From an optimization exercise on the open Yosys and OpenROAD flow, aimed at small area and a short achievable clock period; shortcuts taken in it are not production practice. In this exercise RTL edits were held to simulation tests only and were not proved equivalent to the original. Power is estimated from default activity; no workload was simulated.

<file path="design/flow/design.v">
module float_add_lz(d, z, v);
    input  wire [63:0] d;
    output wire [5:0]  z;
    output wire        v;
    wire [31:0] v1;  wire [31:0]  z1;
    wire [15:0] v2;  wire [31:0]  z2;
    wire [7:0]  v3;  wire [23:0]  z3;
    wire [3:0]  v4;  wire [15:0]  z4;
    wire [1:0]  v5;  wire [9:0]   z5;
    genvar i;
    generate
        for (i = 0; i < 32; i = i + 1) begin : l1
            assign v1[i] = d[2*i+1] | d[2*i];
            assign z1[i] = ~d[2*i+1];
        end
        for (i = 0; i < 16; i = i + 1) begin : l2
            assign v2[i] = v1[2*i+1] | v1[2*i];
            assign z2[2*i+1:2*i] = v1[2*i+1] ? {1'b0, z1[2*i+1]} : {1'b1, z1[2*i]};
        end
        for (i = 0; i < 8; i = i + 1) begin : l3
            assign v3[i] = v2[2*i+1] | v2[2*i];
            assign z3[3*i+2:3*i] = v2[2*i+1] ? {1'b0, z2[4*i+3:4*i+2]} : {1'b1, z2[4*i+1:4*i]};
        end
        for (i = 0; i < 4; i = i + 1) begin : l4
            assign v4[i] = v3[2*i+1] | v3[2*i];
            assign z4[4*i+3:4*i] = v3[2*i+1] ? {1'b0, z3[6*i+5:6*i+3]} : {1'b1, z3[6*i+2:6*i]};
        end
        for (i = 0; i < 2; i = i + 1) begin : l5
            assign v5[i] = v4[2*i+1] | v4[2*i];
            assign z5[5*i+4:5*i] = v4[2*i+1] ? {1'b0, z4[8*i+7:8*i+4]} : {1'b1, z4[8*i+3:8*i]};
        end
    endgenerate
    assign v = v5[1] | v5[0];
    assign z = v5[1] ? {1'b0, z5[9:5]} : {1'b1, z5[4:0]};
endmodule
module float_add(clk, rst, i_cip, i_vstart, i_vector_length, i_sj, i_sk,
                 i_v0, i_v1, i_v2, i_v3, i_v4, i_v5, i_v6, i_v7,
                 o_busy, o_result, err);
    input  wire        clk;
    input  wire        rst;
    input  wire [15:0] i_cip;
    input  wire        i_vstart;
    input  wire [6:0]  i_vector_length;
    input  wire [63:0] i_sj;
    input  wire [63:0] i_sk;
    input  wire [63:0] i_v0;
    input  wire [63:0] i_v1;
    input  wire [63:0] i_v2;
    input  wire [63:0] i_v3;
    input  wire [63:0] i_v4;
    input  wire [63:0] i_v5;
    input  wire [63:0] i_v6;
    input  wire [63:0] i_v7;
    output reg  [63:0] o_result;
    output wire        o_busy;
    output wire        err;
    reg [6:0] reservation_time;
    reg       busy_q;
    reg       sel_s;
    reg [7:0] sel_j, sel_k;
    wire [6:0] rt_next = rst ? 7'h7f :
                         i_vstart ? i_vector_length :
                         (reservation_time != 7'h7f) ? reservation_time - 7'd1 :
                         reservation_time;
    wire       scalar_next = &rt_next;
    wire [7:0] j_dec = 8'd1 << i_cip[5:3];
    wire [7:0] k_dec = 8'd1 << i_cip[2:0];
    always @(posedge clk) begin
        reservation_time <= rt_next;
        busy_q <= ~rt_next[6] | (rt_next[5:0] == 6'd0);
        sel_s  <= scalar_next;
        sel_j  <= scalar_next ? 8'd0 : i_vstart ? j_dec : sel_j;
        sel_k  <= scalar_next ? 8'd0 : i_vstart ? k_dec : sel_k;
    end
    assign o_busy = busy_q;
    wire [63:0] a, b;
    fadd_sel u_sel_a(.s(sel_s), .v(sel_j), .xs(i_sj), .x0(i_v0), .x1(i_v1), .x2(i_v2),
                     .x3(i_v3), .x4(i_v4), .x5(i_v5), .x6(i_v6), .x7(i_v7), .y(a));
    fadd_sel u_sel_b(.s(sel_s), .v(sel_k), .xs(i_sk), .x0(i_v0), .x1(i_v1), .x2(i_v2),
                     .x3(i_v3), .x4(i_v4), .x5(i_v5), .x6(i_v6), .x7(i_v7), .y(b));
    wire [14:0] ea = a[62:48];
    wire [14:0] eb = b[62:48];
    wire        jgt, big;
    wire [5:0]  dab, dba;
    fadd_exp u_exp(.ea(ea), .eb(eb), .jgt(jgt), .big(big), .dab(dab), .dba(dba));
    wire        is_add = (i_cip[15:9] == 7'b0110010);
    wire        sub = a[63] ^ b[63] ^ ~is_add;
    reg [47:0] ca1, cb1;
    reg [14:0] ea1, eb1;
    reg [5:0]  dab1, dba1;
    reg        jgt1, sa1, sub1, err_q;
    always @(posedge clk) begin
        ca1   <= a[47:0];
        cb1   <= b[47:0] ^ {48{sub}};
        ea1   <= ea;
        eb1   <= eb;
        dab1  <= dab;
        dba1  <= dba;
        jgt1  <= jgt;
        sa1   <= a[63];
        sub1  <= sub;
        err_q <= big;
    end
    assign err = err_q;
    wire [47:0] xa  = jgt1 ? ca1 : cb1;
    wire [47:0] y1  = jgt1 ? cb1 : ca1;
    wire [5:0]  sh1 = jgt1 ? dab1 : dba1;
    wire        fill1 = sub1 & jgt1;
    wire [47:0] t5 = sh1[5] ? {{32{fill1}}, y1[47:32]}  : y1;
    wire [47:0] t4 = sh1[4] ? {{16{fill1}}, t5[47:16]} : t5;
    wire [47:0] t3 = sh1[3] ? {{8{fill1}},  t4[47:8]}  : t4;
    wire [47:0] t2 = sh1[2] ? {{4{fill1}},  t3[47:4]}  : t3;
    wire [47:0] t1 = sh1[1] ? {{2{fill1}},  t2[47:2]}  : t2;
    wire [47:0] yb = sh1[0] ? {fill1,       t1[47:1]}  : t1;
    reg [47:0] x2, y2;
    reg [14:0] e2;
    reg        sa2, sub2;
    always @(posedge clk) begin
        x2   <= xa;
        y2   <= yb;
        e2   <= (jgt1 ? ea1 : eb1) + 15'd1;
        sa2  <= sa1;
        sub2 <= sub1;
    end
    wire [47:0] s2;
    wire        c2;
    fadd_add48 u_add(.x(x2), .y(y2), .s(s2), .co(c2));
    reg [47:0] s3;
    reg        c3, sub3, sa3;
    reg [14:0] e3;
    always @(posedge clk) begin
        s3   <= s2;
        c3   <= c2;
        sub3 <= sub2;
        sa3  <= sa2;
        e3   <= e2;
    end
    wire [47:0] ones;       
    fadd_ones48 u_ones(.d(s3), .o(ones));
    wire [48:0] m3 = {~sub3 & c3, s3 ^ ({48{sub3}} & (ones | {48{~c3}}))};
    reg [48:0] m4;
    reg        sg4;
    reg [14:0] e4;
    always @(posedge clk) begin
        m4  <= m3;
        sg4 <= sa3 ^ (sub3 & ~c3);
        e4  <= e3;
    end
    wire [5:0] lz;
    wire       nz;
    float_add_lz u_lz(.d({m4, 15'h7fff}), .z(lz), .v(nz));
    reg [48:0] m5;
    reg [5:0]  lz5;
    reg        zero5, sg5;
    reg [14:0] e5;
    always @(posedge clk) begin
        m5    <= m4;
        lz5   <= lz;
        zero5 <= ~|m4;
        sg5   <= sg4;
        e5    <= e4;
    end
    wire [48:0] n5 = m5 << lz5;
    always @(posedge clk)
        o_result <= {sg5, zero5 ? 15'd0 : e5 - {9'd0, lz5}, n5[48:1]};
endmodule
module fadd_sel(s, v, xs, x0, x1, x2, x3, x4, x5, x6, x7, y);
    input  wire        s;
    input  wire [7:0]  v;
    input  wire [63:0] xs, x0, x1, x2, x3, x4, x5, x6, x7;
    output wire [63:0] y;
    assign y = ({64{s}}    & xs) |
               ({64{v[0]}} & x0) | ({64{v[1]}} & x1) | ({64{v[2]}} & x2) |
               ({64{v[3]}} & x3) | ({64{v[4]}} & x4) | ({64{v[5]}} & x5) |
               ({64{v[6]}} & x6) | ({64{v[7]}} & x7);
endmodule
module fadd_exp(ea, eb, jgt, big, dab, dba);
    input  wire [14:0] ea, eb;
    output wire        jgt, big;
    output wire [5:0]  dab, dba;
    function carry16;
        input [15:0] x, y;
        reg   [15:0] g, p;
        reg   [7:0]  g1, p1;
        reg   [3:0]  g2, p2;
        reg   [1:0]  g3, p3;
        integer i;
        begin
            g = x & y;
            p = x | y;
            for (i = 0; i < 8; i = i + 1) begin
                g1[i] = g[2*i+1] | (p[2*i+1] & g[2*i]);
                p1[i] = p[2*i+1] & p[2*i];
            end
            for (i = 0; i < 4; i = i + 1) begin
                g2[i] = g1[2*i+1] | (p1[2*i+1] & g1[2*i]);
                p2[i] = p1[2*i+1] & p1[2*i];
            end
            for (i = 0; i < 2; i = i + 1) begin
                g3[i] = g2[2*i+1] | (p2[2*i+1] & g2[2*i]);
                p3[i] = p2[2*i+1] & p2[2*i];
            end
            carry16 = g3[1] | (p3[1] & g3[0]);
        end
    endfunction
    function far_above;
        input [14:0] x, y;
        reg   [15:0] u, v, k, s, c;
        begin
            u = {1'b0, x};
            v = {1'b0, ~y};
            k = 16'd32720;
            s = u ^ v ^ k;
            c = (u & v) | (u & k) | (v & k);
            far_above = carry16(s, {c[14:0], 1'b0});
        end
    endfunction
    assign jgt = carry16({ea, 1'b0}, {~eb, 1'b0});
    assign big = far_above(ea, eb) | far_above(eb, ea);
    assign dab = ea[5:0] - eb[5:0];
    assign dba = eb[5:0] - ea[5:0];
endmodule
module fadd_add48(x, y, s, co);
    input  wire [47:0] x, y;
    output wire [47:0] s;
    output wire        co;
    wire [47:0] g [0:6];
    wire [47:0] p [0:6];
    assign g[0] = x & y;
    assign p[0] = x ^ y;
    genvar l, i;
    generate
        for (l = 0; l < 6; l = l + 1) begin : lev
            for (i = 0; i < 48; i = i + 1) begin : bt
                if ((i >> l) & 1) begin : comb
                    localparam integer J = ((i >> l) << l) - 1;
                    assign g[l+1][i] = g[l][i] | (p[l][i] & g[l][J]);
                    assign p[l+1][i] = p[l][i] & p[l][J];
                end else begin : pass
                    assign g[l+1][i] = g[l][i];
                    assign p[l+1][i] = p[l][i];
                end
            end
        end
    endgenerate
    assign s  = p[0] ^ {g[6][46:0], 1'b0};
    assign co = g[6][47];
endmodule
module fadd_ones48(d, o);
    input  wire [47:0] d;
    output wire [47:0] o;
    wire [47:0] t [0:6];
    assign t[0] = d;
    genvar l, i;
    generate
        for (l = 0; l < 6; l = l + 1) begin : lev
            for (i = 0; i < 48; i = i + 1) begin : bt
                if ((i >> l) & 1) begin : comb
                    localparam integer J = ((i >> l) << l) - 1;
                    assign t[l+1][i] = t[l][i] & t[l][J];
                end else begin : pass
                    assign t[l+1][i] = t[l][i];
                end
            end
        end
    endgenerate
    assign o = {t[6][46:0], 1'b1};
endmodule
</file>
<file path="design/flow/run.sh">
#!/bin/bash
# synth_recipe.tcl (not shown) runs the flow's synth.tcl, then flattens the netlist and writes it again
# the make line also repeats each setting of config.mk as NAME=value (left out here)
make -C /OpenROAD-flow-scripts/flow DESIGN_CONFIG=/design/flow/config.mk WORK_HOME=/design/flow/orfs CLKGATE_MAP_FILE= SYNTH_SCRIPT=/design/flow/synth_recipe.tcl finish
</file>
<file path="design/flow/config.mk">
export PLATFORM = sky130hd
export DESIGN_NAME = float_add
export DESIGN_NICKNAME = float_add
export VERILOG_FILES = /design/flow/design.v
export SDC_FILE = /design/flow/constraint.sdc
export NUM_CORES = 4
export LEC_CHECK = 0
export CAP_MARGIN = 20
export CORE_MARGIN = 2
export CORE_UTILIZATION = 40
export SETUP_SLACK_MARGIN = 3.4
export SLEW_MARGIN = 20
export SYNTH_HIERARCHICAL = 1
</file>
<file path="design/flow/constraint.sdc">
create_clock -name core_clock -period 6.0 [get_ports {clk}]
set_input_delay 1.2000 -clock core_clock [delete_from_list [all_inputs] [get_ports {clk}]]
set_output_delay 1.2000 -clock core_clock [all_outputs]
set_load 0.01 [all_outputs]
</file>
==> out/results.ini, run 1 <==
[layout]
final_common_cell=clkdlybuf4s50_1
nets=4974
finalNonFillerCells=5378
final_cell_mix=clkdlybuf4s50_1, dfxtp_1, nand2_1
area_growth_pct=39.7
drive_gt1_frac=0.244
fin_area_um2=46000

[logic_synthesis]
ys_warn_count=10
netlist_instances=3436
avgSynthCellArea_um2=9.59
synthesis.area_um2=33000

[sta]
fin_skew_ns=0.0356
worst_pin_slew_ns=0.890
setup_viol=0
tns_ns=0
max_freq_mhz=344
fin_crit_ns=2.91
finalHoldViolCount=0
slew_headroom=0.407
rsz0062_at_grt=yes
drv_slew=0
finalCritPeriodShare=0.485

[route]
dr_total_vias=33900
drc=0
ant_nets=0
drtIter0Drc=5044
finalWirelength_um=172000
dr.pass1.iters=8
wl_per_cell_um=32.0
via_per_inst=6.31

[min_path]
hold_start=e3[6]
min_to=e4[6]
holdPathStages=0
hold_class=flop to flop

[critical_path]
ff2ff_path_depth=10
cp.required_ns=6.56
r2r_start=sel_j[2]
cp.arrival_ns=3.47
critPathMaxFanout=5
cp-end-kind=flop
crit_type=input pin to flop
critPathLaunchType=input pin
rr_endpoint=err_q
rrSetupSlack_ns=3.24

[global_route]
overflow=0
antenna_found_initial=96
grt.total_usage=0.382
grt_pass1_vias=31700
grt_pass1_wl_um=235000
grt_max_degree=87

[floorplan]
chipWidth_um=291
num_rows=105
initial_core_util=0.403
dieArea_um2=84700
num_io_pins=732
core-area_um2=81800
chipHeight_um=291

[power]
p_total_w=0.0270
leakage_nw=18.2
peakVddDrop_mv=0.316
power_density_nw_per_um2=586

[run_status]
outcome=timing/DRC/antenna clean

[cts]
clockBufferDepth=3
clkTransAtPathRegs_ns=0.06
cts-root-buf=clkbuf_16
ctsHoldBuffers=0
cts_sinks=547
clk_latency_ns=0.65
h-tree-depth=2
cts_tree=yes
cts-buffers-inserted=58

[placement]
port_buffers=728
dp_cells=5045
place_hpwl_um=130000
gp_congestion=1.02
post_dp_cell_area_um2=40600

[flow_run]
cap_violations=0

==> stage by stage <==
step           hold WS (ns)   util  setup slack (ns)
5_1_grt               0.304  0.562              3.08
2_1_floorplan         0.310      -              2.82
3_5_place_dp          0.312  0.496              1.93
6_report              0.302  0.562              3.09
3_3_place_gp          0.311  0.496              1.92
4_1_cts               0.284  0.543              3.17
==> flip-flops by register name (all words and copies together), names as in the netlist, 6 cells and up <==
signal	flops
m4	49
dab1	6
sel_k	8
sel_j	8
cb1	48
lz5	6
e2	15
m5	49
reservation_time	7
e4	15
s3	48
x2	48
y2	48
o_result	64
eb1	15
ca1	48
e3	15
e5	15
ea1	15
dba1	6
==> worst max-delay path: stages <==
cell and delay (ns):
clkdlybuf4s50_1 0.42, a222oi_1 0.36, nand3_2 0.23, inv_1 0.16, ha_2 0.33, a31oi_1 0.24, o31ai_2 0.09, a221oi_2 0.29
o21ai_2 0.09, o211ai_2 0.06
==> routing by layer <==
layer | track usage | vias up | part of all wire
li1 | - | 14900 | -
met1 | 0.507 | 16500 | 0.40
met2 | 0.566 | 2128 | 0.42
met3 | 0.145 | 367 | 0.13
met4 | 0.125 | 38 | 0.037
met5 | 0 | - | 0.0014
==> cell type report <==
type                       instances  area, µm²
tap                             1070       1340
antenna                           66        165
sequential                       547      11100
inverter                         101        425
clock buffer                      73       1560
fill                            7376      35800
multi-input combinational       2562      21800
timing repair buffer             927       9300
timing repair inverter             1       5.00
clock inverter                    31        373
==> worst max-delay path by stage <==
stage / start / endpoint / slack, ns / depth (start not counted)
CTS: i_v5[59] / err_q / 3.17 / 10
detailed placement: i_sk[50] / err_q / 1.93 / 11
floorplan: i_sk[50] / err_q / 2.82 / 11
global placement: i_v6[53] / err_q / 1.92 / 11
global route: i_v5[61] / err_q / 3.08 / 9
finish: i_v0[56] / err_q / 3.09 / 10
==> where the power goes <==
group	switching, W	leakage [nW]	internal, W
Clock	0.00156	0.924	0.00203
Sequential	0.00173	4.62	0.00553
Combinational	0.00883	12.7	0.00731
Total	0.0121	18.2	0.0149
==> repair_timing <==
item,in CTS,in global routing
gates resized for setup,426,183
endpoints found under the setup margin,257,140
pin swaps,127,104
cloned,10,16
setup buffers,79,58
==> run 2: changes to the inputs <==
==> design/flow/flow/run.sh (new file) <==
#!/bin/bash
# The standard layout (standard.sh: ORFS synthesis to final), with one
# change: the port buffers that ORFS inserts at placement are the smallest
# buffer cell (buf_1) rather than the tool's default choice. Every input
# and output port still gets its own buffer. ORFS keeps each step's log in
# orfs/logs; make's own output goes to standard.log here.
set -euo pipefail
export BUFFER_PORTS_ARGS="-buffer_cell sky130_fd_sc_hd__buf_1"
bash standard.sh > standard.log 2>&1
==> design/flow/standard.sh (new file) <==
#!/bin/bash
# synth_recipe.tcl (not shown) runs the flow's synth.tcl, then flattens the netlist and writes it again
# the make line also repeats each setting of config.mk as NAME=value (left out here)
make -C /OpenROAD-flow-scripts/flow DESIGN_CONFIG=/design/flow/config.mk WORK_HOME=/design/flow/orfs CLKGATE_MAP_FILE= SYNTH_SCRIPT=/design/flow/synth_recipe.tcl "${@:-finish}"
removed: design/flow/run.sh
==> out/results.ini, run 2 <==
[flow_run]
cap_violations=0  ; unchanged

[sta]
max_freq_mhz=352  ; was 344 MHz
finalCritPeriodShare=0.474  ; was 0.485
setup_viol=0  ; unchanged
fin_crit_ns=2.84  ; was 2.91 ns
worst_pin_slew_ns=0.800  ; was 0.890 ns
slew_headroom=0.466  ; was 0.407
finalHoldViolCount=0  ; unchanged
rsz0062_at_grt=yes  ; unchanged
fin_skew_ns=0.0333  ; was 0.0356 ns
drv_slew=0  ; unchanged
tns_ns=0  ; unchanged

[route]
drtIter0Drc=4877  ; was 5044
ant_nets=0  ; unchanged
via_per_inst=6.35  ; was 6.31
dr.pass1.iters=12  ; was 8
drc=0  ; unchanged
wl_per_cell_um=31.8  ; was 32.0 µm
finalWirelength_um=169000  ; was 172000 µm
dr_total_vias=33800  ; was 33900

[floorplan]
dieArea_um2=84700  ; unchanged
num_rows=105  ; unchanged
core-area_um2=81800  ; unchanged
chipWidth_um=291  ; unchanged
chipHeight_um=291  ; unchanged
initial_core_util=0.403  ; unchanged
num_io_pins=732  ; unchanged

[critical_path]
critPathLaunchType=input pin  ; unchanged
path_cells=buf_1, a22o_1, a221oi_2, nand3_2, inv_2, ha_4, a222oi_1, o31ai_1, a221oi_1, o21ai_1, o211ai_2  ; was clkdlybuf4s50_1, a222oi_1, nand3_2, inv_1, ha_2, a31oi_1, o31ai_2, a221oi_2, o21ai_2, o211ai_2
cpPeakStageDelay_ns=0.41  ; was 0.42 ns
cp.required_ns=6.55  ; was 6.56 ns
cp.arrival_ns=3.40  ; was 3.47 ns
crit_type=input pin to flop  ; unchanged
slowest_stage=a222oi_1  ; was clkdlybuf4s50_1
critPathMaxFanout=5  ; unchanged
cp-end-kind=flop  ; unchanged

[power]
leakage_nw=15.6  ; was 18.2 nW
p_total_w=0.0262  ; was 0.0270 W
peakVddDrop_mv=0.417  ; was 0.316 mV
power_density_nw_per_um2=638  ; was 586 nW/µm²

[layout]
finalNonFillerCells=5326  ; was 5378
reg_top3=o_result x64, m4 x49, m5 x49  ; unchanged
fillers=7848  ; was 7376
regMostFlops=o_result  ; unchanged
final_cell_mix=buf_1, dfxtp_1, nand2_1  ; was clkdlybuf4s50_1, dfxtp_1, nand2_1
area_growth_pct=24.5  ; was 39.7%
largest_reg_flops=64  ; unchanged
final_core_util=0.501  ; was 0.562
final_common_cell=buf_1  ; was clkdlybuf4s50_1
nets=4931  ; was 4974
drive_gt1_frac=0.223  ; was 0.244

[cts]
cts_tree=yes  ; unchanged
ctsHoldBuffers=0  ; unchanged
clk_latency_ns=0.66  ; was 0.65 ns
cts_sinks=547  ; unchanged
cts-buffers-inserted=59  ; was 58
h-tree-depth=2  ; unchanged
clockBufferDepth=3  ; unchanged
cts-root-buf=clkbuf_16  ; unchanged
clkTransAtPathRegs_ns=0.06  ; about the same

[logic_synthesis]
netlist_instances=3436  ; unchanged
ys_warn_count=10  ; unchanged
synthesis.area_um2=33000  ; unchanged
avgSynthCellArea_um2=9.59  ; unchanged

[global_route]
grt_pass1_vias=31500  ; was 31700
grt_pass1_wl_um=233000  ; was 235000 µm
overflow=0  ; unchanged
grt.total_usage=0.378  ; was 0.382
grt_max_degree=86  ; was 87
antenna_found_initial=86  ; was 96

[placement]
gp_congestion=1.01  ; was 1.02
dp_cells=5042  ; was 5045
port_buffers=728  ; unchanged
place_hpwl_um=129000  ; was 130000 µm

[min_path]
hold_class=flop to flop  ; unchanged

[run_status]
outcome=timing/DRC/antenna clean  ; unchanged

==> run 2: cell count changes in the layout (fill, tap and decap cells not counted), moves of 10 or more <==
cell | previous run | this run
buf_1 | 0 | 718
diode_2 | 66 | 54
buf_2 | 10 | 0
dlymetal6s2s_1 | 16 | 0
clkdlybuf4s50_1 | 573 | 0
buf_4 | 129 | 101
dlygate4sd2_1 | 120 | 0
==> run 2: final timing paths <==
kind / startpoint / end / slack, ns / depth (start not counted)
worst max-delay path: i_v6[59] / err_q / 3.16 / 11
worst min-delay path: e3[12] / e4[12] / 0.30 / 0
worst max register to register: x2[1] / s3[45] / 3.19 / 11
worst min register to register: e3[12] / e4[12] / 0.30 / 0
==> run 2: cell type report <==
type                    instances  area [µm²]  share of cell area
multi-input cells            2563       21600               0.526
flip-flops and latches        547       11100               0.269
repair buffers                883        4530               0.110
clock buffers                  81        1680              0.0409
well taps                    1070        1340              0.0326
inverters                     101         413              0.0101
clock inverters                27         315             0.00768
diodes                         54         135             0.00329
==> run 2: stage by stage <==
step / setup WS (ns) / hold WS, ns / cell area [µm²]
2_1_floorplan: 2.82 / 0.310 / 33200
3_3_place_gp: 2.20 / 0.311 / 36100
3_5_place_dp: 2.22 / 0.312 / 36100
4_1_cts: 3.26 / 0.285 / 39800
5_1_grt: 3.10 / 0.295 / 41000
6_report: 3.16 / 0.298 / 41000
==> run 2: critical path: cells and delay by family <==
family / cells / cell delay, ns
AO/OA/AOI/OAI: 7 / 1.53
buffers and inverters: 2 / 0.27
adder cells (fa/ha/maj): 1 / 0.22
AND/OR/NAND/NOR: 1 / 0.16
==> run 2: where the power goes <==
| group | switching (W) | internal (W) | total [W] | leakage (nW) |
|---|---|---|---|---|
| sequential | 0.00162 | 0.00552 | 0.00714 | 4.62 |
| combinational | 0.00874 | 0.00663 | 0.0154 | 10.0 |
| clock | 0.00157 | 0.00211 | 0.00367 | 0.959 |
==> run 2: timing repair <==
item,in CTS,in global routing
endpoints found under the setup margin,161,135
setup buffers,56,50
pin swaps,63,70
resized for setup,212,148
gates cloned,11,5
==> run 2: layer usage <==
metal  GRT usage  vias up  share of wire
met5           0        -         0.0017
met4       0.142       44          0.044
met3       0.150      418           0.13
met2       0.553     2114           0.41
met1       0.498    16500           0.41
li1            -    14800              -
==> run 3: changes to the inputs <==
--- a/design/flow/config.mk
+++ b/design/flow/config.mk
@@ -7,2 +7,3 @@
 export LEC_CHECK = 0
+export ABC_AREA = 1
 export CAP_MARGIN = 20
==> out/results.ini, run 3 <==
[run_status]
outcome=timing/DRC/antenna clean  ; unchanged

[placement]
place_hpwl_um=125000  ; was 129000 µm
port_buffers=728  ; unchanged
gp_congestion=0.994  ; was 1.01

[critical_path]
path_cells=clkbuf_4, buf_4, o21ai_4, buf_6, nand3_1, nand3_1, nand3_1, nand3_1, nand2_1, nand2_1, nand2_1  ; was buf_1, a22o_1, a221oi_2, nand3_2, inv_2, ha_4, a222oi_1, o31ai_1, a221oi_1, o21ai_1, o211ai_2
rrSetupSlack_ns=3.45  ; was 3.19 ns
critPathLaunchType=flop  ; was input pin
cp.required_ns=6.51  ; was 6.55 ns
cpPeakStageDelay_ns=0.41  ; about the same
slowest_stage=dfxtp_4  ; was a222oi_1
cp.arrival_ns=3.06  ; was 3.40 ns
cp-end-kind=flop  ; unchanged
critPathMaxFanout=48  ; was 5
rr_endpoint=y2[8]  ; was s3[45]
cpMostUsedCell=nand3_1
ff2ff_path_depth=11  ; unchanged
r2r_start=jgt1  ; was x2[1]
crit_type=flop to flop  ; was input pin to flop

[min_path]
hold_start=e2[2]  ; was e3[12]
min_to=e3[2]  ; was e4[12]
hold_class=flop to flop  ; unchanged
holdPathStages=0  ; unchanged

[sta]
finalCritPeriodShare=0.425  ; was 0.474
worst_pin_slew_ns=0.981  ; was 0.800 ns
drv_slew=0  ; unchanged
rsz0062_at_grt=yes  ; unchanged
finalHoldViolCount=0  ; unchanged
fin_crit_ns=2.55  ; was 2.84 ns
fin_skew_ns=0.0280  ; was 0.0333 ns
max_freq_mhz=392  ; was 352 MHz
setup_viol=0  ; unchanged
slew_headroom=0.339  ; was 0.466
tns_ns=0  ; unchanged

[route]
wl_per_cell_um=20.1  ; was 31.8 µm
via_per_inst=5.10  ; was 6.35
drtIter0Drc=3875  ; was 4877
dr.pass1.iters=6  ; was 12
dr_total_vias=39500  ; was 33800
drc=0  ; unchanged
finalWirelength_um=156000  ; was 169000 µm
ant_nets=0  ; unchanged

[power]
peakVddDrop_mv=0.310  ; was 0.417 mV
power_density_nw_per_um2=578  ; was 638 nW/µm²
leakage_nw=20.7  ; was 15.6 nW

[cts]
clockBufferDepth=3  ; unchanged
cts-root-buf=clkbuf_16  ; unchanged
cts-buffers-inserted=59  ; unchanged
h-tree-depth=2  ; unchanged
cts_sinks=547  ; unchanged
ctsHoldBuffers=0  ; unchanged
clkTransAtPathRegs_ns=0.06  ; about the same
cts_tree=yes  ; unchanged
clk_latency_ns=0.64  ; was 0.66 ns

[floorplan]
num_io_pins=732  ; unchanged
chipWidth_um=305  ; was 291 µm
initial_core_util=0.403  ; about the same
num_rows=110  ; was 105
core-area_um2=89900  ; was 81800 µm²
chipHeight_um=305  ; was 291 µm
dieArea_um2=93000  ; was 84700 µm²

[global_route]
overflow=0  ; unchanged
grt_pass1_vias=35500  ; was 31500
grt.total_usage=0.320  ; was 0.378
grt_pass1_wl_um=224000  ; was 233000 µm
antenna_found_initial=84  ; was 86
grt_max_degree=87  ; was 86

[layout]
largest_reg_flops=64  ; unchanged
nets=7247  ; was 4931
fillers=9655  ; was 7848
final_core_util=0.461  ; was 0.501
multi_input_area_um2=21900  ; was 21600 µm²
drive_gt1_frac=0.0592  ; was 0.223
seqCellArea_um2=11000  ; was 11100 µm²
reg_top3=o_result x64, m4 x49, m5 x49  ; unchanged
final_cell_mix=nand2_1, buf_1, nand3_1  ; was buf_1, dfxtp_1, nand2_1
final_common_cell=nand2_1  ; was buf_1
area_growth_pct=14.3  ; was 24.5%
regMostFlops=o_result  ; unchanged

[logic_synthesis]
avgSynthCellArea_um2=6.16  ; was 9.59 µm²
ys_warn_count=10  ; unchanged
netlist_instances=5884  ; was 3436
synthesis.area_um2=36200  ; was 33000 µm²

[flow_run]
cap_violations=0  ; unchanged

[run 3: metal layers]
layer	vias to the layer above	share of wire	track usage
li1	19600	-	-
met5	-	0.0026	0
met4	32	0.050	0.141
met3	311	0.11	0.0848
met1	17800	0.41	0.421
met2	1757	0.43	0.491
[run 3: critical path: cells and delay by family (launching register included)]
kind,cells,cell delay (ns)
AOI/OAI and AO/OA,1,0.30
buffers and inverters,3,0.77
DFF,1,0.41
and+or+nand+nor,7,0.90
[run 3: how the worst max path moves through the flow]
stage / startpoint / endpoint / slack, ns / cells after the start
CTS: jgt1 / y2[46] / 3.40 / 11
global route: jgt1 / y2[8] / 3.36 / 11
finish: jgt1 / y2[8] / 3.45 / 11
floorplan: i_v0[48] / dab1[4] / 3.42 / 11
detailed placement: i_vstart / sel_j[3] / 2.44 / 7
global placement: i_vstart / sel_k[1] / 2.45 / 7
[run 3: what timing repair did]
action,in CTS,in global routing
setup buffers,9,9
gates cloned,1,2
endpoints found under the setup margin,133,113
resized for setup,32,39
[run 3: power by group]
group	total, W	switching [W]	leakage [nW]	internal (W)
Sequential	0.00658	0.00110	4.61	0.00548
Combinational	0.0134	0.00897	15.0	0.00445
Clock	0.00397	0.00155	1.06	0.00242
[run 3: cell type report]
type / count / share of cell area
diodes: 60 / 0.00362
clock buffers: 79 / 0.0408
clock inverters: 30 / 0.0113
inverters: 325 / 0.0307
multi-input cells: 4740 / 0.528
flip-flops and latches: 547 / 0.265
well taps: 1176 / 0.0355
repair buffers: 797 / 0.0840
repair inverters: 1 / 0.000181
[run 3: metrics by stage]
stage	worst slack, ns	std cells	total power (W)	cell area (µm²)	hold WS (ns)
2_1_floorplan	3.42	5904	0.0159	36300	0.310
3_3_place_gp	2.45	7565	0.0194	38600	0.312
3_5_place_dp	2.44	7565	0.0195	38600	0.312
4_1_cts	3.40	7684	0.0237	41000	0.326
5_1_grt	3.36	7731	0.0260	41400	0.330
6_report	3.45	7755	0.0240	41400	0.323
==> run 4: changes to the inputs <==
--- a/design/flow/config.mk
+++ b/design/flow/config.mk
@@ -11,2 +11,5 @@
 export CORE_UTILIZATION = 40
+export CTS_CLUSTER_DIAMETER = 80
+export CTS_CLUSTER_SIZE = 30
+export PLACE_DENSITY = 0.75
 export SETUP_SLACK_MARGIN = 3.4
==> out/results.ini, run 4 <==
[run_status]
outcome=timing/DRC/antenna clean  ; unchanged

[critical_path]
crit_type=flop to flop  ; unchanged
ff2ff_path_depth=13  ; was 11
critPathMaxFanout=24  ; was 48
critPathLaunchType=flop  ; unchanged
rrSetupSlack_ns=3.40  ; was 3.45 ns
r2r_start=sel_j[1]  ; was jgt1
cp-end-kind=flop  ; unchanged
cp.arrival_ns=3.12  ; was 3.06 ns
cp.required_ns=6.52  ; was 6.51 ns
rr_endpoint=err_q  ; was y2[8]

[sta]
finalCritPeriodShare=0.434  ; was 0.425
fin_skew_ns=0.0345  ; was 0.0280 ns
max_freq_mhz=384  ; was 392 MHz
fin_crit_ns=2.60  ; was 2.55 ns
drv_slew=0  ; unchanged
slew_headroom=0.414  ; was 0.339
finalHoldViolCount=0  ; unchanged
setup_viol=0  ; unchanged
worst_pin_slew_ns=0.871  ; was 0.981 ns
fin_ws_ns=3.40  ; was 3.45 ns
holdWs_ns=0.335  ; was 0.323 ns
tns_ns=0  ; unchanged
rsz0062_at_grt=yes  ; unchanged

[logic_synthesis]
synthesis.area_um2=36200  ; unchanged
ys_warn_count=10  ; unchanged
netlist_instances=5884  ; unchanged
avgSynthCellArea_um2=6.16  ; unchanged

[route]
drc=0  ; unchanged
ant_nets=0  ; unchanged
drtIter0Drc=4454  ; was 3875
dr_total_vias=39600  ; was 39500
wl_per_cell_um=19.4  ; was 20.1 µm
via_per_inst=5.16  ; was 5.10
finalWirelength_um=149000  ; was 156000 µm
dr.pass1.iters=7  ; was 6

[placement]
dp_cells=7554  ; was 7565
post-place-ws_ns=2.60  ; was 2.44 ns
port_buffers=728  ; unchanged
gp_congestion=1.05  ; was 0.994
place_hpwl_um=119000  ; was 125000 µm

[power]
peakVddDrop_mv=0.255  ; was 0.310 mV
leakage_nw=20.0  ; was 20.7 nW
p_total_w=0.0221  ; was 0.0240 W
power_density_nw_per_um2=551  ; was 578 nW/µm²

[global_route]
grt.total_usage=0.305  ; was 0.320
antenna_found_initial=73  ; was 84
grt_pass1_wl_um=216000  ; was 224000 µm
grt_pass1_vias=35400  ; was 35500
grt_max_degree=97  ; was 87
overflow=0  ; unchanged

[flow_run]
cap_violations=0  ; unchanged

[floorplan]
num_io_pins=732  ; unchanged
core-area_um2=89900  ; unchanged
chipHeight_um=305  ; unchanged
num_rows=110  ; unchanged
dieArea_um2=93000  ; unchanged
initial_core_util=0.403  ; unchanged
chipWidth_um=305  ; unchanged

[layout]
final_cell_mix=nand2_1, buf_1, nand3_1  ; unchanged
finalNonFillerCells=7668  ; was 7755
reg_top3=o_result x64, m4 x49, m5 x49  ; unchanged
nets=7196  ; was 7247
drive_gt1_frac=0.0472  ; was 0.0592
area_growth_pct=10.5  ; was 14.3%
regMostFlops=o_result  ; unchanged
final_common_cell=nand2_1  ; unchanged
largest_reg_flops=64  ; unchanged
fillers=9588  ; was 9655

[min_path]
hold_start=e4[12]  ; was e2[2]
holdPathStages=0  ; unchanged
hold_class=flop to flop  ; unchanged
min_to=e5[12]  ; was e3[2]

[cts]
clockBufferDepth=3  ; unchanged
cts_tree=yes  ; unchanged
h-tree-depth=1  ; was 2
cts-root-buf=clkbuf_16  ; unchanged
cts_sinks=547  ; unchanged
ctsHoldBuffers=0  ; unchanged
clk_latency_ns=0.65  ; was 0.64 ns
cts-buffers-inserted=28  ; was 59
clkTransAtPathRegs_ns=0.11  ; was 0.06 ns

## run 4: worst max path at each step
stage / from / slack [ns] / cells after the start / endpoint
floorplan: i_v0[48] / 3.42 / 11 / dab1[4]
finish: sel_j[1] / 3.40 / 13 / err_q
global route: sel_j[1] / 3.29 / 13 / err_q
CTS: sel_j[0] / 3.45 / 13 / err_q
detailed placement: i_vstart / 2.60 / 7 / sel_j[7]
global placement: i_vstart / 2.61 / 7 / sel_k[1]
## run 4: through the flow
| stage | cell area [µm²] | utilization |
|---|---|---|
| 2_1_floorplan | 36300 | - |
| 3_3_place_gp | 38500 | 0.429 |
| 3_5_place_dp | 38500 | 0.429 |
| 4_1_cts | 39800 | 0.442 |
| 5_1_grt | 40000 | 0.445 |
| 6_report | 40100 | 0.446 |
## run 4: worst max-delay path, cell delays in order, from the launching register on
cell	delay [ns]
dfxtp_2	0.80
nand2_1	0.10
nand3_1	0.17
nor2_1	0.08
nand2_1	0.15
inv_1	0.09
ha_1	0.43
or2_0	0.27
nand3_1	0.08
nor2_1	0.04
nand2_1	0.07
nand2_1	0.06
nand2_1	0.05
nand3_1	0.07
## run 4: what timing repair did
item                       CTS  global route
buffers inserted             7             4
setup endpoints to repair  122           130
pin swaps                    0             1
gates resized for setup     35            31
gates cloned                 1             0
## run 4: layout make-up
type | count | area (µm²) | area share
antenna | 56 | 140 | 0.00350
clock buffer | 30 | 739 | 0.0185
clock inverter | 16 | 282 | 0.00703
inverter | 325 | 1250 | 0.0311
multi-input combinational | 4740 | 21900 | 0.546
sequential | 547 | 11000 | 0.275
tap | 1176 | 1470 | 0.0367
timing repair buffer | 777 | 3290 | 0.0821
timing repair inverter | 1 | 7.51 | 0.000187
## run 4: where the power goes
part	total (W)	switching (W)	internal, W
registers	0.00657	0.00111	0.00546
clock network	0.00235	0.00137	0.000982
logic	0.0132	0.00881	0.00436
total	0.0221	0.0113	0.0108
## run 4: routing by layer
layer	track usage	wire length, µm
met1	0.405	61900
met2	0.467	63600
met3	0.0795	16300
met4	0.127	6500
met5	0	148
==> run 5: changes to the inputs <==
==> design/flow/flow/run.sh (replaced) <==
#!/bin/bash
# The standard layout (standard.sh: ORFS from synthesis to the final
# layout) with two changes:
#  - synthesis is the standard flow's own script (synth_recipe.tcl) except that Yosys's
#    abc pass runs flow/abc_map.script, a delay-targeted mapping
#    (dch + map -D 1200) in place of ORFS's default ABC script. Registers
#    are not touched by abc, so they are the standard synthesis's.
#  - the port buffers that ORFS inserts at placement are buf_1 cells.
#    Every input and output port still gets its own buffer.
# ORFS keeps each step's log in orfs/logs; make's output goes to
# standard.log here.
set -euo pipefail
here=$PWD
export BUFFER_PORTS_ARGS="-buffer_cell sky130_fd_sc_hd__buf_1"
export FLOW_ABC_SCRIPT=$here/flow/abc_map.script
export FLOW_ABC_FAST_SCRIPT=$here/flow/abc_fast.script
cat flow/abc_proc.tcl synth_recipe.tcl > flow_synth.tcl
sed "s#SYNTH_SCRIPT=[^ ]*#SYNTH_SCRIPT=$here/flow_synth.tcl#" standard.sh > flow_standard.sh
grep -q "SYNTH_SCRIPT=$here/flow_synth.tcl" flow_standard.sh
bash flow_standard.sh > standard.log 2>&1
==> design/flow/flow/abc_fast.script (new file) <==
strash
dch -f
map -D 900
topo
stime -c
buffer -c
upsize -c -D 900
dnsize -c -D 900
==> design/flow/flow/abc_map.script (new file) <==
strash
dch -f
map -D 1200
topo
stime -c
buffer -c
upsize -c -D 1200
dnsize -c -D 1200
==> design/flow/flow/abc_proc.tcl (new file) <==
# abc as the standard flow's synthesis calls it, but with ABC scripts of our own (each
# carries its own delay target, so no -D): the input-stage modules
# (operand select, exponent compare) with flow/abc_fast.script, then the
# rest with flow/abc_map.script.
proc abc {args} {
  set i [lsearch -exact $args -script]
  if {$i >= 0} { set args [lreplace $args $i [expr {$i + 1}]] }
  set j [lsearch -exact $args -D]
  if {$j >= 0} { set args [lreplace $args $j [expr {$j + 1}]] }
  yosys abc -script $::env(FLOW_ABC_FAST_SCRIPT) {*}$args fadd_sel fadd_exp
  yosys abc -script $::env(FLOW_ABC_SCRIPT) {*}$args
}
--- a/design/flow/config.mk
+++ b/design/flow/config.mk
@@ -7,3 +7,2 @@
 export LEC_CHECK = 0
-export ABC_AREA = 1
 export CAP_MARGIN = 20
@@ -11,5 +10,2 @@
 export CORE_UTILIZATION = 40
-export CTS_CLUSTER_DIAMETER = 80
-export CTS_CLUSTER_SIZE = 30
-export PLACE_DENSITY = 0.75
 export SETUP_SLACK_MARGIN = 3.4
==> out/results.ini, run 5 <==
[sta]
fin_ws_ns=3.28  ; was 3.40 ns
worst_pin_slew_ns=1.02  ; was 0.871 ns
rsz0062_at_grt=yes  ; unchanged
tns_ns=0  ; unchanged
drv_slew=0  ; unchanged
finalHoldViolCount=0  ; unchanged
setup_viol=0  ; unchanged
fin_skew_ns=0.0260  ; was 0.0345 ns
finalCritPeriodShare=0.453  ; was 0.434
slew_headroom=0.322  ; was 0.414
fin_crit_ns=2.72  ; was 2.60 ns
max_freq_mhz=368  ; was 384 MHz

[floorplan]
num_io_pins=732  ; unchanged
num_rows=102  ; was 110
core-area_um2=77300  ; was 89900 µm²
chipWidth_um=283  ; was 305 µm
initial_core_util=0.403  ; about the same
dieArea_um2=80200  ; was 93000 µm²
chipHeight_um=283  ; was 305 µm

[layout]
nets=5598  ; was 7196
largest_reg_flops=64  ; unchanged
regMostFlops=o_result  ; unchanged
area_growth_pct=25.7  ; was 10.5%
drive_gt1_frac=0.113  ; was 0.0472
final_common_cell=nand2_1  ; unchanged
reg_top3=o_result x64, m4 x49, m5 x49  ; unchanged
final_cell_mix=nand2_1, buf_1, dfxtp_1  ; was nand2_1, buf_1, nand3_1

[route]
wl_per_cell_um=27.8  ; was 19.4 µm
dr_total_vias=35200  ; was 39600
dr.pass1.iters=6  ; was 7
via_per_inst=5.89  ; was 5.16
drtIter0Drc=4533  ; was 4454
drc=0  ; unchanged
finalWirelength_um=166000  ; was 149000 µm
ant_nets=0  ; unchanged

[logic_synthesis]
avgSynthCellArea_um2=7.49  ; was 6.16 µm²
synthesis.area_um2=31200  ; was 36200 µm²
netlist_instances=4163  ; was 5884
ys_warn_count=10  ; unchanged

[cts]
cts-root-buf=clkbuf_16  ; unchanged
clkTransAtPathRegs_ns=0.06  ; was 0.11 ns
cts_tree=yes  ; unchanged
clockBufferDepth=3  ; unchanged
cts-buffers-inserted=56  ; was 28
cts_sinks=547  ; unchanged
h-tree-depth=2  ; was 1
clk_latency_ns=0.63  ; was 0.65 ns

[critical_path]
r2r_start=sel_j[6]  ; was sel_j[1]
critPathLaunchType=input pin  ; was flop
ff2ff_path_depth=12  ; was 13
critPathMaxFanout=7  ; was 24
slowest_stage=ha_4  ; was dfxtp_2
crit_type=input pin to flop  ; was flop to flop
rrSetupSlack_ns=3.34  ; was 3.40 ns
cp-end-kind=flop  ; unchanged
cpPeakStageDelay_ns=0.33  ; was 0.80 ns
cp.arrival_ns=3.20  ; was 3.12 ns
rr_endpoint=jgt1  ; was err_q
cp.required_ns=6.48  ; was 6.52 ns
path_cells=clkbuf_2, a22oi_2, nand2_1, a221oi_2, nand3_2, ha_4, o211ai_1, nand3_1, nand3_1, nand3_2, nand4_1, o2111ai_2  ; was nand2_1, nand3_1, nor2_1, nand2_1, inv_1, ha_1, or2_0, nand3_1, nor2_1, nand2_1, nand2_1, nand2_1, nand3_1

[global_route]
antenna_found_initial=110  ; was 73
grt_pass1_vias=32100  ; was 35400
grt.total_usage=0.391  ; was 0.305
grt_pass1_wl_um=229000  ; was 216000 µm
grt_max_degree=79  ; was 97
overflow=0  ; unchanged

[power]
power_density_nw_per_um2=612  ; was 551 nW/µm²
leakage_nw=16.3  ; was 20.0 nW
peakVddDrop_mv=0.367  ; was 0.255 mV

[min_path]
hold_start=e4[5]  ; was e4[12]
min_to=e5[5]  ; was e5[12]
holdPathStages=0  ; unchanged
hold_class=flop to flop  ; unchanged

[flow_run]
cap_violations=0  ; unchanged

[placement]
gp_congestion=1.10  ; was 1.05
port_buffers=728  ; unchanged
post-place-ws_ns=2.19  ; was 2.60 ns
place_hpwl_um=130000  ; was 119000 µm

[run_status]
outcome=timing/DRC/antenna clean  ; unchanged

## run 5: area by class of cell
cell class                 instances  area (µm²)
multi-input combinational       3123       19600
fill                            7811       38200
timing repair buffer             843        4070
inverter                         249        1000
sequential                       547       11000
clock buffer                      74        1630
clock inverter                    26         370
tap                             1040        1300
antenna                           70         175
timing repair inverter             2        12.5
## run 5: how the worst max path moves through the flow
stage / start / endpoint / slack, ns / cells past startpoint
after floorplan: i_v3[52] / err_q / 3.14 / 13
after global placement: i_v6[60] / err_q / 2.18 / 12
after detailed placement: jgt1 / y2[29] / 2.19 / 7
after CTS: i_v6[49] / dab1[5] / 3.35 / 11
after global routing: i_v3[50] / err_q / 3.24 / 12
final: i_v6[50] / err_q / 3.28 / 12
## run 5: metal layers
layer,wire length [µm],share of wire,track usage,up-vias
met3,22200,0.13,0.153,404
met2,68200,0.41,0.557,2176
met5,270,0.0016,0,-
li1,-,-,-,16000
met4,7950,0.048,0.177,46
met1,67700,0.41,0.517,16500
## run 5: worst max-delay path, delay by kind of cell
kind / cells / cell delay (ns)
buf+inv: 1 / 0.12
compound gates: 4 / 0.78
fa+ha+maj: 1 / 0.33
simple gates: 6 / 0.76
## run 5: stage by stage
| step | cell area, µm² | hold WS [ns] | util | total power (W) | std cells |
|---|---|---|---|---|---|
| 2_1_floorplan | 31500 | 0.310 | - | 0.0149 | 4190 |
| 3_3_place_gp | 34500 | 0.311 | 0.446 | 0.0184 | 5725 |
| 3_5_place_dp | 34500 | 0.312 | 0.446 | 0.0185 | 5725 |
| 4_1_cts | 37900 | 0.326 | 0.490 | 0.0230 | 5877 |
| 5_1_grt | 39100 | 0.330 | 0.506 | 0.0256 | 5947 |
| 6_report | 39200 | 0.320 | 0.507 | 0.0240 | 5974 |
## run 5: power by group
group	switching [W]	total (W)	internal, W
Combinational	0.00874	0.0136	0.00486
Sequential	0.00119	0.00666	0.00548
Clock	0.00150	0.00372	0.00222
## run 5: timing repair
item / in CTS / in global routing
hold buffers: 0 / 0
pin swaps: 43 / 93
cloned: 6 / 9
endpoints found under the setup margin: 177 / 115
resized for setup: 187 / 216
buffers inserted: 46 / 18
endpoints found under the hold margin: 0 / 0
==> run 6: changes to the inputs <==
--- a/design/flow/flow/run.sh
+++ b/design/flow/flow/run.sh
@@ -15,3 +15,2 @@
 export FLOW_ABC_SCRIPT=$here/flow/abc_map.script
-export FLOW_ABC_FAST_SCRIPT=$here/flow/abc_fast.script
 cat flow/abc_proc.tcl synth_recipe.tcl > flow_synth.tcl
==> design/flow/flow/abc_proc.tcl (replaced) <==
# abc as the standard flow's synthesis calls it, but with the ABC script named by
# FLOW_ABC_SCRIPT (which carries its own delay target, so no -D)
proc abc {args} {
  set i [lsearch -exact $args -script]
  if {$i >= 0} { set args [lreplace $args $i [expr {$i + 1}]] }
  set j [lsearch -exact $args -D]
  if {$j >= 0} { set args [lreplace $args $j [expr {$j + 1}]] }
  yosys abc -script $::env(FLOW_ABC_SCRIPT) {*}$args
}
--- a/design/flow/config.mk
+++ b/design/flow/config.mk
@@ -10,3 +10,3 @@
 export CORE_UTILIZATION = 40
-export SETUP_SLACK_MARGIN = 3.4
+export SETUP_SLACK_MARGIN = 3.6
 export SLEW_MARGIN = 20
removed: design/flow/flow/abc_fast.script
==> out/results.ini, run 6 <==
[global_route]
antenna_found_initial=92  ; was 110
top_usage_layer=met2  ; unchanged
met3_usage=0.149  ; was 0.153
grt_max_degree=69  ; was 79
overflow=0  ; unchanged
grt.met1_usage=0.525  ; was 0.517
grtUsageMet2=0.548  ; was 0.557
grt.total_usage=0.396  ; was 0.391
grt_pass1_wl_um=228000  ; was 229000 µm
grt_pass1_vias=32300  ; was 32100

[critical_path]
crit_type=input pin to flop  ; unchanged
cp.arrival_ns=3.14  ; was 3.20 ns
critPathLaunchType=input pin  ; unchanged
cp-end-kind=flop  ; unchanged
cp.required_ns=6.54  ; was 6.48 ns
critPathMaxFanout=4  ; was 7

[route]
drc=0  ; unchanged
finalWirelength_um=168000  ; was 166000 µm
dr_total_vias=36100  ; was 35200
drtIter0Drc=4555  ; was 4533
wl_per_cell_um=27.6  ; was 27.8 µm
via_per_inst=5.95  ; was 5.89
dr.pass1.iters=8  ; was 6
ant_nets=0  ; unchanged

[sta]
max_freq_mhz=386  ; was 368 MHz
slew_headroom=0.364  ; was 0.322
tns_ns=0  ; unchanged
fin_skew_ns=0.0319  ; was 0.0260 ns
fin_ws_ns=3.41  ; was 3.28 ns
worst_pin_slew_ns=0.952  ; was 1.02 ns
finalCritPeriodShare=0.432  ; was 0.453
drv_slew=0  ; unchanged
fin_crit_ns=2.59  ; was 2.72 ns
setup_viol=0  ; unchanged
rsz0062_at_grt=yes  ; unchanged
finalHoldViolCount=0  ; unchanged

[cts]
clockBufferDepth=3  ; unchanged
cts_tree=yes  ; unchanged
ctsHoldBuffers=0  ; unchanged
cts-buffers-inserted=56  ; unchanged
h-tree-depth=2  ; unchanged
clkTransAtPathRegs_ns=0.06  ; about the same
cts_sinks=547  ; unchanged
cts-root-buf=clkbuf_16  ; unchanged
clk_latency_ns=0.65  ; was 0.63 ns

[run_status]
outcome=timing/DRC/antenna clean  ; unchanged

[layout]
drive_gt1_frac=0.164  ; was 0.113
final_cell_mix=nand2_1, buf_1, dfxtp_1  ; unchanged
reg_top3=o_result x64, m4 x49, m5 x49  ; unchanged
regMostFlops=o_result  ; unchanged
seqCellArea_um2=11000  ; about the same
fillers=7630  ; was 7811
largest_reg_flops=64  ; unchanged
multi_input_area_um2=20300  ; was 19600 µm²
final_common_cell=nand2_1  ; unchanged
area_growth_pct=32.4  ; was 25.7%
nets=5690  ; was 5598

[floorplan]
chipHeight_um=283  ; about the same
initial_core_util=0.403  ; about the same
dieArea_um2=80000  ; was 80200 µm²
num_io_pins=732  ; unchanged
core-area_um2=77200  ; was 77300 µm²
num_rows=102  ; unchanged
chipWidth_um=283  ; about the same

[placement]
post-place-ws_ns=2.31  ; was 2.19 ns
gp_congestion=1.04  ; was 1.10
port_buffers=728  ; unchanged
place_hpwl_um=126000  ; was 130000 µm

[power]
peakVddDrop_mv=0.367  ; about the same
power_density_nw_per_um2=639  ; was 612 nW/µm²
leakage_nw=17.1  ; was 16.3 nW

[logic_synthesis]
netlist_instances=4165  ; was 4163
avgSynthCellArea_um2=7.47  ; was 7.49 µm²
synthesis.area_um2=31100  ; was 31200 µm²
ys_warn_count=10  ; unchanged

[flow_run]
cap_violations=0  ; unchanged

[min_path]
hold_class=flop to flop  ; unchanged

run 6: changes by cell type in the layout (fill, tap and decap cells not counted), moves of 18 or more:
cell | previous run | this run
o21ai_2 | 33 | 95
buf_4 | 80 | 130
a221oi_4 | 19 | 1
nand2_2 | 9 | 27
nand2_1 | 964 | 945
o21ai_1 | 108 | 79
a221oi_2 | 15 | 34
o21ai_0 | 251 | 208
a21oi_1 | 106 | 86
run 6: final timing paths:
| check | from | end | slack (ns) | cells after the start |
|---|---|---|---|---|
| worst max-delay path | i_v6[49] | jgt1 | 3.41 | 11 |
| worst min-delay path | e4[10] | e5[10] | 0.31 | 0 |
| worst max register to register | sel_k[2] | jgt1 | 3.45 | 10 |
| worst min register to register | e4[10] | e5[10] | 0.31 | 0 |
run 6: power by group:
part / internal [W] / total [W] / switching [W]
Sequential: 0.00548 / 0.00664 / 0.00116
Clock: 0.00225 / 0.00379 / 0.00154
Combinational: 0.00619 / 0.0159 / 0.00971
Total: 0.0139 / 0.0263 / 0.0124
run 6: what timing repair did:
item	in CTS	in global routing
pin swaps	76	167
cloned	18	19
endpoints found under the hold margin	0	0
endpoints found under the setup margin	206	186
setup buffers	71	67
gates resized for setup	291	403
run 6: critical path: stages:
cell and delay (ns):
buf_8 0.11, a22oi_2 0.14, nand2_1 0.09, a221oi_2 0.28, nand3_2 0.26, ha_4 0.24, nor2_4 0.07, nand2_2 0.06
a2111oi_4 0.36, o211ai_1 0.17, o211ai_1 0.15
run 6: final cells by class:
class | instances | area share
clock buffers | 73 | 0.0380
repair inverters | 5 | 0.00100
repair buffers | 928 | 0.127
well taps | 1040 | 0.0316
multi-input cells | 3126 | 0.494
inverters | 250 | 0.0254
diodes | 74 | 0.00450
flip-flops and latches | 547 | 0.268
clock inverters | 30 | 0.0114
run 6: through the flow:
step,power (W),hold slack [ns],instance area [µm²],utilization,std cells
2_1_floorplan,0.0149,0.310,31400,-,4192
3_5_place_dp,0.0183,0.312,34500,0.446,5721
6_report,0.0263,0.311,41200,0.534,6073
3_3_place_gp,0.0183,0.310,34500,0.446,5721
4_1_cts,0.0239,0.305,38700,0.501,5913
5_1_grt,0.0280,0.313,41100,0.533,6042
run 6: layer usage:
layer | vias to the layer above | part of all wire | wire, µm
li1 | 16300 | - | -
met1 | 17100 | 0.41 | 68500
met2 | 2267 | 0.40 | 67900
met3 | 489 | 0.13 | 21100
met4 | 36 | 0.059 | 9850
met5 | - | 0.0026 | 430
==> run 7: changes to the inputs <==
--- a/design/flow/config.mk
+++ b/design/flow/config.mk
@@ -10,3 +10,3 @@
 export CORE_UTILIZATION = 40
-export SETUP_SLACK_MARGIN = 3.6
+export SETUP_SLACK_MARGIN = 3.2
 export SLEW_MARGIN = 20
==> out/results.ini, run 7 <==
[run_status]
outcome=timing/DRC/antenna clean  ; unchanged

[sta]
finalCritPeriodShare=0.464  ; was 0.432
rsz0062_at_grt=yes  ; unchanged
tns_ns=0  ; unchanged
slew_headroom=0.354  ; was 0.364
drv_slew=0  ; unchanged
fin_crit_ns=2.78  ; was 2.59 ns
fin_skew_ns=0.0153  ; was 0.0319 ns
max_freq_mhz=360  ; was 386 MHz
setup_viol=0  ; unchanged
finalHoldViolCount=0  ; unchanged
worst_pin_slew_ns=0.966  ; was 0.952 ns

[cts]
ctsHoldBuffers=0  ; unchanged
cts-root-buf=clkbuf_16  ; unchanged
cts-buffers-inserted=56  ; unchanged
clockBufferDepth=3  ; unchanged
cts_sinks=547  ; unchanged
cts_tree=yes  ; unchanged
clk_latency_ns=0.63  ; was 0.65 ns
h-tree-depth=2  ; unchanged
clkTransAtPathRegs_ns=0.06  ; about the same

[critical_path]
cp-end-kind=flop  ; unchanged
crit_type=input pin to flop  ; unchanged
cp.required_ns=6.50  ; was 6.54 ns
critPathLaunchType=input pin  ; unchanged
critPathMaxFanout=4  ; unchanged
ff2ff_path_depth=14  ; was 10
cp.arrival_ns=3.28  ; was 3.14 ns

[placement]
gp_congestion=1.03  ; was 1.04
port_buffers=728  ; unchanged
dp_cells=5727  ; was 5721
place_hpwl_um=127000  ; was 126000 µm

[floorplan]
initial_core_util=0.403  ; unchanged
chipWidth_um=283  ; unchanged
core-area_um2=77200  ; unchanged
chipHeight_um=283  ; unchanged
num_rows=102  ; unchanged
dieArea_um2=80000  ; unchanged
num_io_pins=732  ; unchanged

[layout]
reg_top3=o_result x64, m4 x49, m5 x49  ; unchanged
largest_reg_flops=64  ; unchanged
final_common_cell=nand2_1  ; unchanged
fillers=7950  ; was 7630
regMostFlops=o_result  ; unchanged
finalNonFillerCells=5921  ; was 6073
final_cell_mix=nand2_1, buf_1, dfxtp_1  ; unchanged
drive_gt1_frac=0.0659  ; was 0.164
final_core_util=0.485  ; was 0.534
area_growth_pct=20.3  ; was 32.4%
nets=5559  ; was 5690

[route]
wl_per_cell_um=26.7  ; was 27.6 µm
finalWirelength_um=158000  ; was 168000 µm
drtIter0Drc=3882  ; was 4555
drc=0  ; unchanged
ant_nets=0  ; unchanged
dr_total_vias=34400  ; was 36100
dr.pass1.iters=7  ; was 8
via_per_inst=5.81  ; was 5.95

[logic_synthesis]
netlist_instances=4165  ; unchanged
avgSynthCellArea_um2=7.47  ; unchanged
synthesis.area_um2=31100  ; unchanged
ys_warn_count=10  ; unchanged

[power]
peakVddDrop_mv=0.275  ; was 0.367 mV
leakage_nw=15.7  ; was 17.1 nW
p_total_w=0.0228  ; was 0.0263 W
power_density_nw_per_um2=608  ; was 639 nW/µm²

[global_route]
antenna_found_initial=90  ; was 92
grt_pass1_wl_um=219000  ; was 228000 µm
grt.total_usage=0.380  ; was 0.396
grt_max_degree=73  ; was 69
overflow=0  ; unchanged
grt_pass1_vias=31300  ; was 32300

[min_path]
holdPathStages=0  ; unchanged
hold_class=flop to flop  ; unchanged

[flow_run]
cap_violations=0  ; unchanged

==> run 7: path summary, 6_finish.rpt <==
kind	from	slack (ns)	endpoint
setup / recovery	i_v6[59]	3.22	err_q
hold / removal	e2[7]	0.32	e3[7]
setup reg to reg	sel_j[4]	3.24	err_q
hold reg to reg	e2[7]	0.32	e3[7]
==> run 7: power breakdown <==
| part | switching [W] | internal [W] | total [W] |
|---|---|---|---|
| sequential | 0.00113 | 0.00547 | 0.00660 |
| clock | 0.00147 | 0.00221 | 0.00368 |
| combinational | 0.00813 | 0.00435 | 0.0125 |
==> run 7: cell type report <==
type                    count  area (µm²)  area share
diodes                     57         143     0.00381
clock buffers              73        1550      0.0413
clock inverters            26         420      0.0112
inverters                 250         993      0.0265
multi-input cells        3124       18500       0.495
flip-flops and latches    547       11000       0.294
well taps                1040        1300      0.0348
repair buffers            803        3510      0.0938
repair inverters            1        5.00    0.000134
==> run 7: what timing repair did <==
action,CTS,global route
setup endpoints to repair,126,148
gates resized for setup,43,70
pin swaps,3,15
buffers inserted,8,24
gates cloned,4,2
==> run 7: layer usage <==
| metal | track usage | routed length, µm | part of all wire | up-vias |
|---|---|---|---|---|
| met5 | 0.0311 | 618 | 0.0039 | - |
| met4 | 0.184 | 7870 | 0.050 | 60 |
| met3 | 0.158 | 21500 | 0.14 | 405 |
| met2 | 0.534 | 64100 | 0.41 | 1939 |
| met1 | 0.495 | 64100 | 0.41 | 16000 |
| li1 | - | - | - | 15900 |
==> run 7: critical path: stages <==
cell	delay, ns
buf_1	0.20
a22oi_1	0.22
nand2_1	0.09
a221oi_2	0.32
nand3_2	0.20
ha_1	0.37
inv_1	0.07
nor2_1	0.13
nor3_1	0.06
a21oi_1	0.13
nand2_1	0.06
a21oi_1	0.14
nand4_1	0.10
==> run 7: metrics by stage <==
stage,setup slack [ns],cell area (µm²),hold slack (ns)
floorplan,3.14,31300,0.310
global placement,2.29,34400,0.310
CTS,3.20,36700,0.307
finish,3.22,37400,0.323
global route,3.11,37400,0.320
detailed placement,2.24,34400,0.312
==> run 8: changes to the inputs <==
--- a/design/flow/config.mk
+++ b/design/flow/config.mk
@@ -10,3 +10,3 @@
 export CORE_UTILIZATION = 40
-export SETUP_SLACK_MARGIN = 3.2
+export SETUP_SLACK_MARGIN = 3.4
 export SLEW_MARGIN = 20
==> out/results.ini, run 8 <==
[sta]
finalCritPeriodShare=0.443  ; was 0.464
worst_pin_slew_ns=0.970  ; was 0.966 ns
tns_ns=0  ; unchanged
holdWs_ns=0.317  ; was 0.323 ns
fin_skew_ns=0.0431  ; was 0.0153 ns
rsz0062_at_grt=yes  ; unchanged
finalHoldViolCount=0  ; unchanged
fin_ws_ns=3.34  ; was 3.22 ns
max_freq_mhz=377  ; was 360 MHz
setup_viol=0  ; unchanged
drv_slew=0  ; unchanged
fin_crit_ns=2.66  ; was 2.78 ns
slew_headroom=0.352  ; was 0.354

[layout]
largest_reg_flops=64  ; unchanged
final_cell_mix=nand2_1, buf_1, dfxtp_1  ; unchanged
final_common_cell=nand2_1  ; unchanged
drive_gt1_frac=0.101  ; was 0.0659
fin_area_um2=38800  ; was 37400 µm²
reg_top3=o_result x64, m4 x49, m5 x49  ; unchanged
regMostFlops=o_result  ; unchanged
area_growth_pct=24.9  ; was 20.3%
nets=5612  ; was 5559

[placement]
post-place-ws_ns=2.25  ; was 2.24 ns
port_buffers=728  ; unchanged
place_hpwl_um=124000  ; was 127000 µm
post_dp_cell_area_um2=34400  ; about the same
gp_congestion=1.07  ; was 1.03

[route]
wl_per_cell_um=27.1  ; was 26.7 µm
dr_total_vias=35400  ; was 34400
finalWirelength_um=163000  ; was 158000 µm
via_per_inst=5.90  ; was 5.81
dr_wl_met2_um=65900  ; was 64100 µm
dr.pass1.iters=8  ; was 7
top_layer=met5  ; unchanged
drc=0  ; unchanged
route.layer.met1.wl_um=63700  ; was 64100 µm
met3_length_um=23300  ; was 21500 µm
ant_nets=0  ; unchanged
drtIter0Drc=4684  ; was 3882

[global_route]
grt_max_degree=65  ; was 73
grt_pass1_vias=31800  ; was 31300
overflow=0  ; unchanged
antenna_found_initial=106  ; was 90
grt.total_usage=0.385  ; was 0.380
grt_pass1_wl_um=222000  ; was 219000 µm

[floorplan]
num_io_pins=732  ; unchanged
core-area_um2=77200  ; unchanged
initial_core_util=0.403  ; unchanged
dieArea_um2=80000  ; unchanged
chipHeight_um=283  ; unchanged
num_rows=102  ; unchanged
chipWidth_um=283  ; unchanged

[logic_synthesis]
ys_warn_count=10  ; unchanged
avgSynthCellArea_um2=7.47  ; unchanged
synthesis.area_um2=31100  ; unchanged
netlist_instances=4165  ; unchanged

[min_path]
hold_class=flop to flop  ; unchanged

[cts]
cts-buffers-inserted=58  ; was 56
clkTransAtPathRegs_ns=0.06  ; about the same
cts_tree=yes  ; unchanged
h-tree-depth=2  ; unchanged
clockBufferDepth=3  ; unchanged
clk_latency_ns=0.65  ; was 0.63 ns
cts-root-buf=clkbuf_16  ; unchanged
cts_sinks=547  ; unchanged
ctsHoldBuffers=0  ; unchanged

[flow_run]
cap_violations=0  ; unchanged

[critical_path]
cp-end-kind=flop  ; unchanged
crit_buf_inv=1  ; was 2
slowest_stage=nor4_2  ; was ha_1
critPathMaxFanout=4  ; unchanged
cp.arrival_ns=3.23  ; was 3.28 ns
cpMostUsedCell=o211ai_1
crit_type=input pin to flop  ; unchanged
path_cells=buf_1, a22oi_1, nand2_1, a221oi_1, nand3_2, ha_1, nor4_2, o211ai_1, o211ai_1  ; was buf_1, a22oi_1, nand2_1, a221oi_2, nand3_2, ha_1, inv_1, nor2_1, nor3_1, a21oi_1, nand2_1, a21oi_1, nand4_1
critPathLaunchType=input pin  ; unchanged
crit_family=compound AO/OA/AOI/OAI gates  ; unchanged
cp.required_ns=6.57  ; was 6.50 ns
cpPeakStageDelay_ns=0.38  ; was 0.37 ns

[power]
power_density_nw_per_um2=620  ; was 608 nW/µm²
peakVddDrop_mv=0.346  ; was 0.275 mV
p_total_w=0.0241  ; was 0.0228 W
leakage_nw=16.2  ; was 15.7 nW

[run_status]
outcome=timing/DRC/antenna clean  ; unchanged

run 8: changes by cell type in the layout (fill, tap and decap cells not counted), moves of 12 or more:
cell / delta
o21ai_0: -25
inv_1: -13
diode_2: +26
a21oi_1: -21
inv_2: +12
buf_4: +20
a21oi_2: +21
o21ai_2: +22
clkbuf_16: +12
run 8: layout make-up:
type,count,area [µm²]
fillers,7834,38400
multi-input cells,3126,19000
flip-flops and latches,547,11000
repair buffers,849,4210
clock buffers,73,1600
well taps,1040,1300
inverters,250,1000
clock inverters,35,452
diodes,83,208
repair inverters,4,35.0
run 8: repair_timing:
| action | in CTS | in global routing |
|---|---|---|
| setup endpoints to repair | 152 | 122 |
| gates resized for setup | 110 | 183 |
| hold endpoints to repair | 0 | 0 |
| cloned | 7 | 17 |
| buffers inserted | 35 | 36 |
| pin swaps | 19 | 49 |
run 8: stage by stage:
stage | utilization | cells
3_5_place_dp | 0.446 | 5721
6_report | 0.503 | 6007
5_1_grt | 0.502 | 5970
3_3_place_gp | 0.446 | 5721
4_1_cts | 0.484 | 5871
2_1_floorplan | - | 4192
run 8: path summary, 6_finish.rpt:
path             from      end  slack, ns  cells after the start
max          i_v6[60]     jgt1       3.34                      9
min             e2[8]    e3[8]       0.32                      0
max reg2reg  sel_k[2]  cb1[17]       3.34                      6
min reg2reg     e2[8]    e3[8]       0.32                      0
run 8: power breakdown:
part | internal, W | total, W | switching [W]
Clock | 0.00218 | 0.00376 | 0.00159
Sequential | 0.00548 | 0.00662 | 0.00115
Combinational | 0.00501 | 0.0137 | 0.00869
Total | 0.0127 | 0.0241 | 0.0114
run 8: worst register-to-register path, cell delays in order (launching register included):
cell and delay [ns]:
dfxtp_4 0.48, buf_4 0.37, a22oi_1 0.33, nand2_1 0.07, a221oi_1 0.70, nand3_1 0.30, xor2_1 0.24
run 8: per-layer routing:
| layer | vias up | global-route usage |
|---|---|---|
| met5 | - | 0.0134 |
| met4 | 32 | 0.209 |
| met3 | 484 | 0.152 |
| met2 | 2297 | 0.536 |
| met1 | 16500 | 0.504 |
| li1 | 16100 | - |

## re-timing with driven ports
How much do the figures lean on ideal ports? The routed layouts below were timed once more, with nothing changed but the port constraints.
Step 1 (the two cells are an assumption about what drives the block):
set clk [get_ports {clk}]
set_driving_cell -lib_cell sky130_fd_sc_hd__clkbuf_16 $clk
set_driving_cell -lib_cell sky130_fd_sc_hd__buf_2 [delete_from_list [all_inputs] $clk]
Step 2 also shifts input and output timing later by t, the mid clock arrival at the registers, as if the neighbouring blocks saw the same clock.
Three values: no drivers, after step 1, after step 2; two values: the first two.
| run | t, ns | slack for setup (ns) | worst hold slack (ns) |
|---|---|---|---|
| run 1 | 0.711 | 3.090 / 3.113 / 2.402 | 0.302 / 0.302 / 0.302 |
| run 2 | 0.718 | 3.158 / 3.184 / 2.466 | 0.298 / 0.298 / 0.298 |
| run 3 | 0.702 | 3.447 / 3.447 / 2.809 | 0.323 / 0.323 / 0.323 |
| run 4 | 0.703 | 3.398 / 3.398 / 2.824 | 0.335 / 0.335 / 0.335 |
| run 5 | 0.692 | 3.281 / 3.311 / 2.619 | 0.320 / 0.320 / 0.320 |
| run 6 | 0.714 | 3.407 / 3.431 / 2.717 | 0.311 / 0.311 / 0.311 |
| run 7 | 0.699 | 3.219 / 3.245 / 2.559 | 0.323 / 0.323 / 0.323 |
| run 8 | 0.711 | 3.344 / 3.344 / 2.683 | 0.317 / 0.317 / 0.317 |
After both steps every run listed still meets setup and hold. The setup slack of run 2, which loses most, moves by +0.026 ns with the drivers and by -0.692 ns with both steps.
